This is an optimization exercise on Yosys and OpenROAD, whose aim is small area, not a production implementation. Only simulation tests tie the RTL to the original design; equivalence was not proved. Power is estimated from default activity; no workload was simulated.

==> flow/design.v <==
`timescale 1ns/1ps
module uart_frame_trx(
  input         clk,
  input         rst_n,
  input  [1:0]  mode,
  input         isHigh,
  input  [31:0] datain,
  input  [31:0] extra_data,
  input  [31:0] one_more_data,
  output        tx,
  output        tx_busy,
  input         rx,
  output [16:0] freq_out,
  output [16:0] amp_out,
  output        frame_error,
  output        frame_sig,
  output [3:0]  led
);
reg  [7:0] kq;         
wire [7:0] k = kq ^ 8'd252;
reg        started;    
reg  [4:0] st;         
reg  [7:0] dout;       
wire take = (k == 8'd251);
wire m11 = mode[0] & mode[1];
wire m1x = mode[0] ^ mode[1];
reg [7:0] nbyte;
always @* begin
  case (st[3:0])
    4'd0:  nbyte = 8'd80;
    4'd1:  nbyte = m11 ? (isHigh ? 8'd51 : 8'd52) : (isHigh ? 8'd49 : 8'd50);
    4'd2:  nbyte = datain[31:24];
    4'd3:  nbyte = datain[23:16];
    4'd4:  nbyte = datain[15:8];
    4'd5:  nbyte = datain[7:0];
    4'd6:  nbyte = m11 ? extra_data[31:24] : 8'd13;
    4'd7:  nbyte = m11 ? extra_data[23:16] : 8'd10;
    4'd8:  nbyte = extra_data[15:8];
    4'd9:  nbyte = extra_data[7:0];
    4'd10: nbyte = one_more_data[31:24];
    4'd11: nbyte = one_more_data[23:16];
    4'd12: nbyte = one_more_data[15:8];
    4'd13: nbyte = one_more_data[7:0];
    4'd14: nbyte = 8'd13;
    default: nbyte = 8'd10;
  endcase
end
always @(posedge clk or negedge rst_n) begin
  if (!rst_n) begin
    kq <= 8'd0;
    started <= 1'b0;
    st <= 5'd0;
    dout <= 8'd0;
  end else begin
    kq <= ((k == 8'd254) ? 8'd0 : k + 8'd1) ^ 8'd252;
    if (take) begin
      started <= 1'b1;
      if (m11) begin
        if (!st[4]) dout <= nbyte;
        st <= (st == 5'd15) ? 5'd0 : st + 5'd1;
      end else if (m1x) begin
        if (st[4:3] == 2'b00) dout <= nbyte;
        st <= (st == 5'd7) ? 5'd0 : st + 5'd1;
      end
    end
  end
end
reg txb;
always @* begin
  case (k[7:4])
    4'd0: txb = 1'b0;
    4'd1: txb = dout[0];
    4'd2: txb = dout[1];
    4'd3: txb = dout[2];
    4'd4: txb = dout[3];
    4'd5: txb = dout[4];
    4'd6: txb = dout[5];
    4'd7: txb = dout[6];
    4'd8: txb = dout[7];
    4'd9: txb = ^dout;
    default: txb = 1'b1;
  endcase
end
assign tx      = started ? txb : (k != 8'd252);
assign tx_busy = started & (k < 8'd168);
localparam [7:0] R_145  = 8'd145;
localparam [7:0] R_146  = 8'd146;
localparam [7:0] R_NEW  = 8'd147;
localparam [7:0] R_IDLE = 8'd148;
localparam [7:0] P_145  = 8'd153;
localparam [7:0] P_146  = 8'd154;
localparam [7:0] P_IDLE = 8'd156;
reg       rxbufn;      
reg [7:0] rq;          
wire [7:0] rc = rq ^ R_IDLE;
reg [7:0] rc_n;
wire       fall   = ~rxbufn & ~rx;
wire       sample = ~rc[7] & (rc[3:0] == 4'd15);
wire [2:0] bi     = rc[6:4];                                        
wire       win9   = (rc[7:3] == 5'b10000) | (rc == 8'd136);         
wire       win4   = (rc[7:2] == 6'b100000);                         
wire       clr    = (rc[7:3] == 5'b11111);                          
wire       step   = sample | win9;
wire       proc   = (rc == R_146) | (rc == P_146) | (rc == R_NEW);
always @* begin
  case (rc)
    8'd144:  rc_n = fall ? P_145 : R_145;
    R_145:   rc_n = fall ? P_146 : R_146;
    P_145:   rc_n = R_NEW;
    R_146:   rc_n = fall ? P_IDLE : R_IDLE;
    R_IDLE:  rc_n = fall ? P_IDLE : R_IDLE;
    P_146:   rc_n = 8'd247;
    P_IDLE:  rc_n = 8'd247;
    R_NEW:   rc_n = 8'd248;
    default: rc_n = rc + 8'd1;
  endcase
end
always @(posedge clk or negedge rst_n) begin
  if (!rst_n) begin
    rxbufn <= 1'b0;
    rq <= 8'd0;
  end else begin
    rxbufn <= ~rx;
    rq <= rc_n ^ R_IDLE;
  end
end
reg  [3:0]  fs;
reg         fsig, ferr, led2, led3;
reg  [11:0] acc_a;     
reg  [16:0] acc_f;     
reg  [16:0] fout;
reg  [11:0] aout;
reg  m;
wire expbit = fs[3] ? (fs[0] ? ((bi == 3'd0) | (bi == 3'd2) | (bi == 3'd3))
                             : ((bi == 3'd1) | (bi == 3'd3)))
                    : ((bi == 3'd4) | (bi == 3'd6));
always @(posedge clk)
  if (sample) m <= ((bi == 3'd0) | m) & (rx ~^ expbit);
reg  h1, h2, h3;       
reg  ca, cb;           
reg  bw;               
wire amp_dig  = (fs == 4'd1) | (fs == 4'd2);
wire freq_dig = (fs == 4'd5) | (fs == 4'd6) | (fs == 4'd7) | (fs == 4'd8);
wire first    = (fs == 4'd1) | (fs == 4'd5);
wire obit     = ~first & (amp_dig ? acc_a[0] : acc_f[0]);
wire c48      = (bi[2:1] == 2'b10);
wire dbit     = sample & (rx ^ c48 ^ bw);
wire bw_n     = (~rx & (c48 | bw)) | (c48 & bw);
wire s1       = h1 ^ h3 ^ dbit;
wire k1       = (h1 & h3) | (h1 & dbit) | (h3 & dbit);
wire sbit     = s1 ^ ca ^ cb;
wire k2       = (s1 & ca) | (s1 & cb) | (ca & cb);
always @(posedge clk) begin
  if (step | clr) begin
    h1 <= ~clr & obit;
    h2 <= ~clr & h1;
    h3 <= ~clr & h2;
    ca <= ~clr & k1;
    cb <= ~clr & k2;
    bw <= ~clr & bw_n;
  end
  if (amp_dig & (sample | win4)) acc_a <= {sbit, acc_a[11:1]};
  if (freq_dig & step)           acc_f <= {sbit, acc_f[16:1]};
end
wire cr_ok = (fs == 4'd11) & m;
wire lf_ok = (fs == 4'd12) & m;
always @(posedge clk or negedge rst_n) begin
  if (!rst_n) begin
    fs <= 4'd0;
    fsig <= 1'b0;
    ferr <= 1'b0;
    led2 <= 1'b1;
    led3 <= 1'b1;
    fout <= 17'd100;
    aout <= 12'd20;
  end else begin
    fsig <= proc & (cr_ok | lf_ok);
    if (proc) begin
      if (fs == 4'd0) begin
        if (m) fs <= 4'd1;
      end else if (fs == 4'd11) begin
        if (cr_ok) begin
          led2 <= 1'b0;
          fs <= 4'd12;
        end else begin
          ferr <= 1'b1;
          fs <= 4'd0;
        end
      end else if (fs == 4'd12) begin
        if (lf_ok) begin
          led3 <= 1'b0;
          fout <= acc_f;
          aout <= acc_a;
        end else
          ferr <= 1'b1;
        fs <= 4'd0;
      end else
        fs <= fs + 4'd1;
    end
  end
end
assign freq_out    = fout;
assign amp_out     = {5'd0, aout};
assign frame_error = ferr;
assign frame_sig   = fsig;
assign led         = {led3, led2, 2'b10};
endmodule
==> flow/flow/run.sh <==
#!/bin/bash
# Standard layout, with an area-oriented abc script in synthesis (adders
# left to abc rather than mapped to half/full-adder cells first) and the
# smallest buffer on the ports.
set -euo pipefail
W=$PWD
export FLOW_SYNTH_TCL=$W/synth_recipe.tcl
export AREA_ABC_SCRIPT=$W/flow/area.abc
export BUFFER_PORTS_ARGS="-buffer_cell sky130_fd_sc_hd__buf_1"
export CTS_ARGS="-sink_clustering_enable -repair_clock_nets -buf_list sky130_fd_sc_hd__clkbuf_8 -dont_use_dummy_load"
bash standard.sh SYNTH_SCRIPT=$W/flow/synth_area.tcl ADDER_MAP_FILE= synth > synth.log 2>&1
bash standard.sh SYNTH_SCRIPT=$W/flow/synth_area.tcl ADDER_MAP_FILE= finish > layout.log 2>&1
==> flow/flow/area.abc <==
strash
&get -n
&st
&deepsyn -T 60
&put
dch -f
amap -m -F 4 -A 8
==> flow/flow/synth_area.tcl <==
# The standard flow's synthesis script, with abc run on an area-oriented script instead of
# ORFS's speed script. Registers are mapped before abc, so they are unchanged.
proc abc {args} {
  set i [lsearch $args -script]
  if { $i >= 0 } {
    set args [lreplace $args $i [expr {$i + 1}] -script $::env(AREA_ABC_SCRIPT)]
  }
  puts "abc with area script: $args"
  yosys abc {*}$args
}
source $::env(FLOW_SYNTH_TCL)
==> flow/standard.sh <==
#!/bin/bash
# synth_recipe.tcl (not shown) runs the flow's synth.tcl, then flattens the netlist and writes it again
# the make line also repeats each setting of config.mk as NAME=value (left out here)
make -C /OpenROAD-flow-scripts/flow DESIGN_CONFIG=/design/flow/config.mk WORK_HOME=/design/flow/orfs CLKGATE_MAP_FILE= SYNTH_SCRIPT=/design/flow/synth_recipe.tcl "${@:-finish}"
==> flow/config.mk <==
export PLATFORM = sky130hd
export DESIGN_NAME = uart_frame_trx
export DESIGN_NICKNAME = uart_frame_trx
export VERILOG_FILES = /design/flow/design.v
export SDC_FILE = /design/flow/constraint.sdc
export NUM_CORES = 4
export LEC_CHECK = 0
export CAP_MARGIN = 20
export CORE_MARGIN = 2
export CORE_UTILIZATION = 40
export CTS_BUF_LIST = sky130_fd_sc_hd__clkbuf_8
export SLEW_MARGIN = 20
==> flow/constraint.sdc <==
create_clock -name core_clock -period 10.0 [get_ports {clk}]
set_input_delay 2.0000 -clock core_clock [delete_from_list [all_inputs] [get_ports {clk}]]
set_output_delay 2.0000 -clock core_clock [all_outputs]
set_load 0.01 [all_outputs]
==> flow_summary_export.csv <==
group,metric,value,unit
status,run_status,"no timing/DRC/antenna violations",
synthesis,ys_seq_area_share,57.84,%
clock_tree,ctsResizeCount,0,
synthesis,synth.avg_cell_area,10.45,um^2
finish,drive_gt1_share,3.947,%
floorplan,initial_utilization,40.51,%
routing,dr.pass1.iters,5,
grt,grt_use_total,21.13,%
clock_tree,numCtsBuffers,9,
timing,hold_viol,0,
synthesis,ys_warn_count,1,
timing,finalMaxSlewViolations,0,
grt,grt_pass1_wl,21340,um
placed_design,globalplace.congestion,1.020,
floorplan,io_pins,144,
worst_setup_path,worstPathMaxFanout,32,
timing,worst_pin_slew,0.8679,ns
floorplan,num_rows,40,
worst_setup_path,cp_data_arrival_time,4.72,ns
clock_tree,cts_hold_buf,0,
finish,syn2layout_area_growth,16.90,%
clock_tree,clockRootBuffer,"clkbuf_8",
grt,antenna_found_initial,0,
finish,num_antenna_cells,0,
clock_tree,cts_tree,"done",
synthesis,synthesis.area,4826,um^2
routing,wl,13320,um
clock_tree,cts.sinks,104,
timing,max_slew_margin,42.14,%
job,max_cap_violations,0,
floorplan,dieArea,12960,um^2
grt,grt_overflow_total,0,
clock_tree,path_clk_slew,0.08,ns
worst_setup_path,cp-start-kind,"flip-flop",
synthesis,synth_largest_area_cell,"dfrtp_1",
routing,vias_per_cell,5.624,
timing,fin_crit_sh,44.93,%
grt,grt_pass1_vias,4234,
min_path,holdCritPathClass,"reg -> reg",
synthesis,synth.area.top_cells,"dfrtp_1, edfxtp_1, o22a_1",
placed_design,io_buffers,136,
finish,nNetsFinal,712,
routing,vias,4246,
worst_setup_path,crit_type,"reg -> reg",
power_and_ir_drop,power.density,119.2,nW/um^2
clock_tree,clock_latency,0.37,ns
placed_design,dp_hpwl,10310,um
routing,wl_per_cell,17.65,um
floorplan,die_w,113.8,um
clock_tree,post-cts-setup-buffer-count,0,
worst_setup_path,rr_worst_depth,13,
synthesis,ys_seq_elements,104,
timing,setup-tns-final,0,ns
routing,detail-route-antenna-nets,0,
synthesis,yosysTopAreaCellShare,31.63,%
floorplan,core_area,11910,um^2
floorplan,die_h,113.8,um
timing,period_needed,4.493,ns
routing,drt_iter0_drc,315,
timing,finalSetupViolCount,0,
worst_setup_path,cp_data_required_time,10.23,ns
clock_tree,cts_buffer_depth,2,
min_path,holdPathStages,0,
routing,drc_errors,0,
power_and_ir_drop,vdd_drop_max,0.05438,mV
finish,fill_cells,1151,
synthesis,synth_cells,462,
finish,final_area,5642,um^2
timing,rsz0062_at_grt,"no",
power_and_ir_drop,p_leak,2.055,nW
grt,grt_max_degree,69,
synthesis,synth_cell_types,42,
timing,max_freq,222.6,MHz
clock_tree,htreeDepth,3,
placed_design,post_dp_cell_area,5518,um^2
timing,fin_skew,0.03064,ns
worst_setup_path,worstSetupEndpointType,"flip-flop",
## power breakdown
| part | internal, mW | total [mW] | switching [mW] |
|---|---|---|---|
| clock | 0.0811 | 0.205 | 0.123 |
| sequential | 0.438 | 0.438 | 0.0000308 |
| combinational | 0.0115 | 0.0297 | 0.0182 |
| total | 0.531 | 0.673 | 0.142 |
## synthesized netlist by cell type
| library cell | count |
|---|---|
| nor3_1 | 16 |
| a22oi_1 | 10 |
| a21oi_1 | 22 |
| o211ai_1 | 4 |
| a22o_1 | 3 |
| o32a_1 | 5 |
| a211oi_1 | 3 |
| nor2b_1 | 5 |
| buf_4 | 9 |
| o31ai_1 | 2 |
| nand2b_1 | 1 |
| a222oi_1 | 13 |
| or2_0 | 5 |
| dfrtp_1 | 61 |
| a31oi_1 | 2 |
| dfstp_2 | 7 |
| o2111ai_1 | 2 |
| o21a_1 | 3 |
| nor4_1 | 2 |
| nor2_1 | 68 |
| o21ai_0 | 24 |
| a311oi_1 | 2 |
| a32o_1 | 3 |
| or3_1 | 1 |
| o311a_1 | 1 |
| nand3_1 | 7 |
| or4_1 | 1 |
| a41oi_1 | 2 |
| a32oi_1 | 1 |
| edfxtp_1 | 36 |
| a221oi_1 | 6 |
| nand2_1 | 27 |
| a21o_1 | 2 |
| o221ai_1 | 3 |
| o22ai_1 | 10 |
| clkinv_1 | 55 |
| xor2_1 | 1 |
| o22a_1 | 30 |
| nand4_1 | 1 |
| conb_1 | 2 |
| or4b_1 | 1 |
| o32ai_1 | 3 |
## cells in the final DEF, fill, tap and decap left out, types with 9 or more instances in the layout
cell and instances:
buf_1 135, a22oi_1 10, a21oi_1 22, nor2_1 67, o22ai_1 10, clkinv_1 55, nor3_1 15, o21ai_0 24
dfrtp_1 61, edfxtp_1 36, nand2_1 27, a222oi_1 13, o22a_1 30, clkbuf_8 9
## stage by stage
stage / setup slack, ns / instances / power, mW / hold slack [ns] / utilization, %
after global routing: 5.063 / 755 / 0.7021 / 0.4577 / 47.36
final: 5.507 / 755 / 0.6726 / 0.4453 / 47.36
after global placement: 5.659 / 746 / 0.4771 / 0.4354 / 46.32
after floorplan: 5.100 / 467 / 0.4543 / 0.4261 / -
after detailed placement: 5.472 / 746 / 0.4772 / 0.4366 / 46.32
after CTS: 5.472 / 755 / 0.6824 / 0.4422 / 47.36
## sequential cells by signal (all words and copies together), names as in the netlist, 4 cells and up
signal / cells
acc_a: 12
acc_f: 17
aout: 12
dout: 8
fout: 17
fs: 4
kq: 8
rq: 8
st: 5
## critical path: stages, from the launching register on
cell	delay [ns]
dfrtp_1	0.44
nor4_1	0.41
clkinv_1	0.17
nor2_1	0.23
o211ai_1	0.21
nor3_1	0.40
o22ai_1	0.14
or4b_1	0.54
nor2b_1	0.17
clkinv_1	0.11
nor2_2	0.08
buf_4	0.32
clkinv_1	0.73
o22a_1	0.40
## routing by layer
metal / track usage (%) / share of wire [%] / up-vias
met5: 0 / 0 / -
met2: 37.41 / 50 / 202
met3: 3.348 / 6.1 / 28
met4: 9.756 / 3.6 / 0
li1: - / - / 2028
met1: 25.31 / 40 / 1988
## final timing paths
| path | from | end | slack (ns) |
|---|---|---|---|
| setup / recovery | rq[6] | fout[1] | 5.51 |
| min in group asynchronous | rst_n | fout[7] | 1.84 |
| hold reg to reg | acc_f[16] | acc_f[15] | 0.45 |
| hold / removal | acc_f[16] | acc_f[15] | 0.45 |
| setup reg to reg | rq[6] | fout[1] | 5.51 |
| max in group asynchronous | rst_n | dout[3] | 7.58 |
## final cells by class
class,count,area [um^2],area share (%)
Tap cell,147,183.9,3.260
Multi-Input combinational cell,299,1787,31.67
Clock buffer,9,123.9,2.196
Timing Repair Buffer,141,549.3,9.736
Sequential cell,104,2791,49.48
Inverter,55,206.4,3.659
## logic make-up after synthesis
| family | share of synthesized area (%) |
|---|---|
| other | 0.1556 |
| AO/OA/AOI/OAI | 24.06 |
| XOR/XNOR | 0.1815 |
| AND/OR/NAND/NOR | 12.08 |
| flip-flops | 57.84 |
| buffers and inverters | 5.678 |

## afterwards: timing with drivers on the ports
No port has a modelled driver above. Below, the same layout with a new extraction and two added sets of constraints. Step 1: set_driving_cell puts a clkbuf_16 on clk and a buf_2 on each other input, an assumption about the parent block. Step 2 moves the port delays by t, midway between the first and last clock arrival at a register: inputs arrive t later, outputs are due t later. That takes back most of the time a late clock gives input paths. Three values: ideal, step 1, step 2; two values: the first two.
t (ns): 0.386
setup slack, ns: 5.507 / 5.507 / 5.507
worst hold slack (ns): 0.445 / 0.445 / 0.445
After both steps setup and hold are still met in this run. For this run, drivers alone change the setup slack by 0.000 ns; drivers and shift together by 0.000 ns.
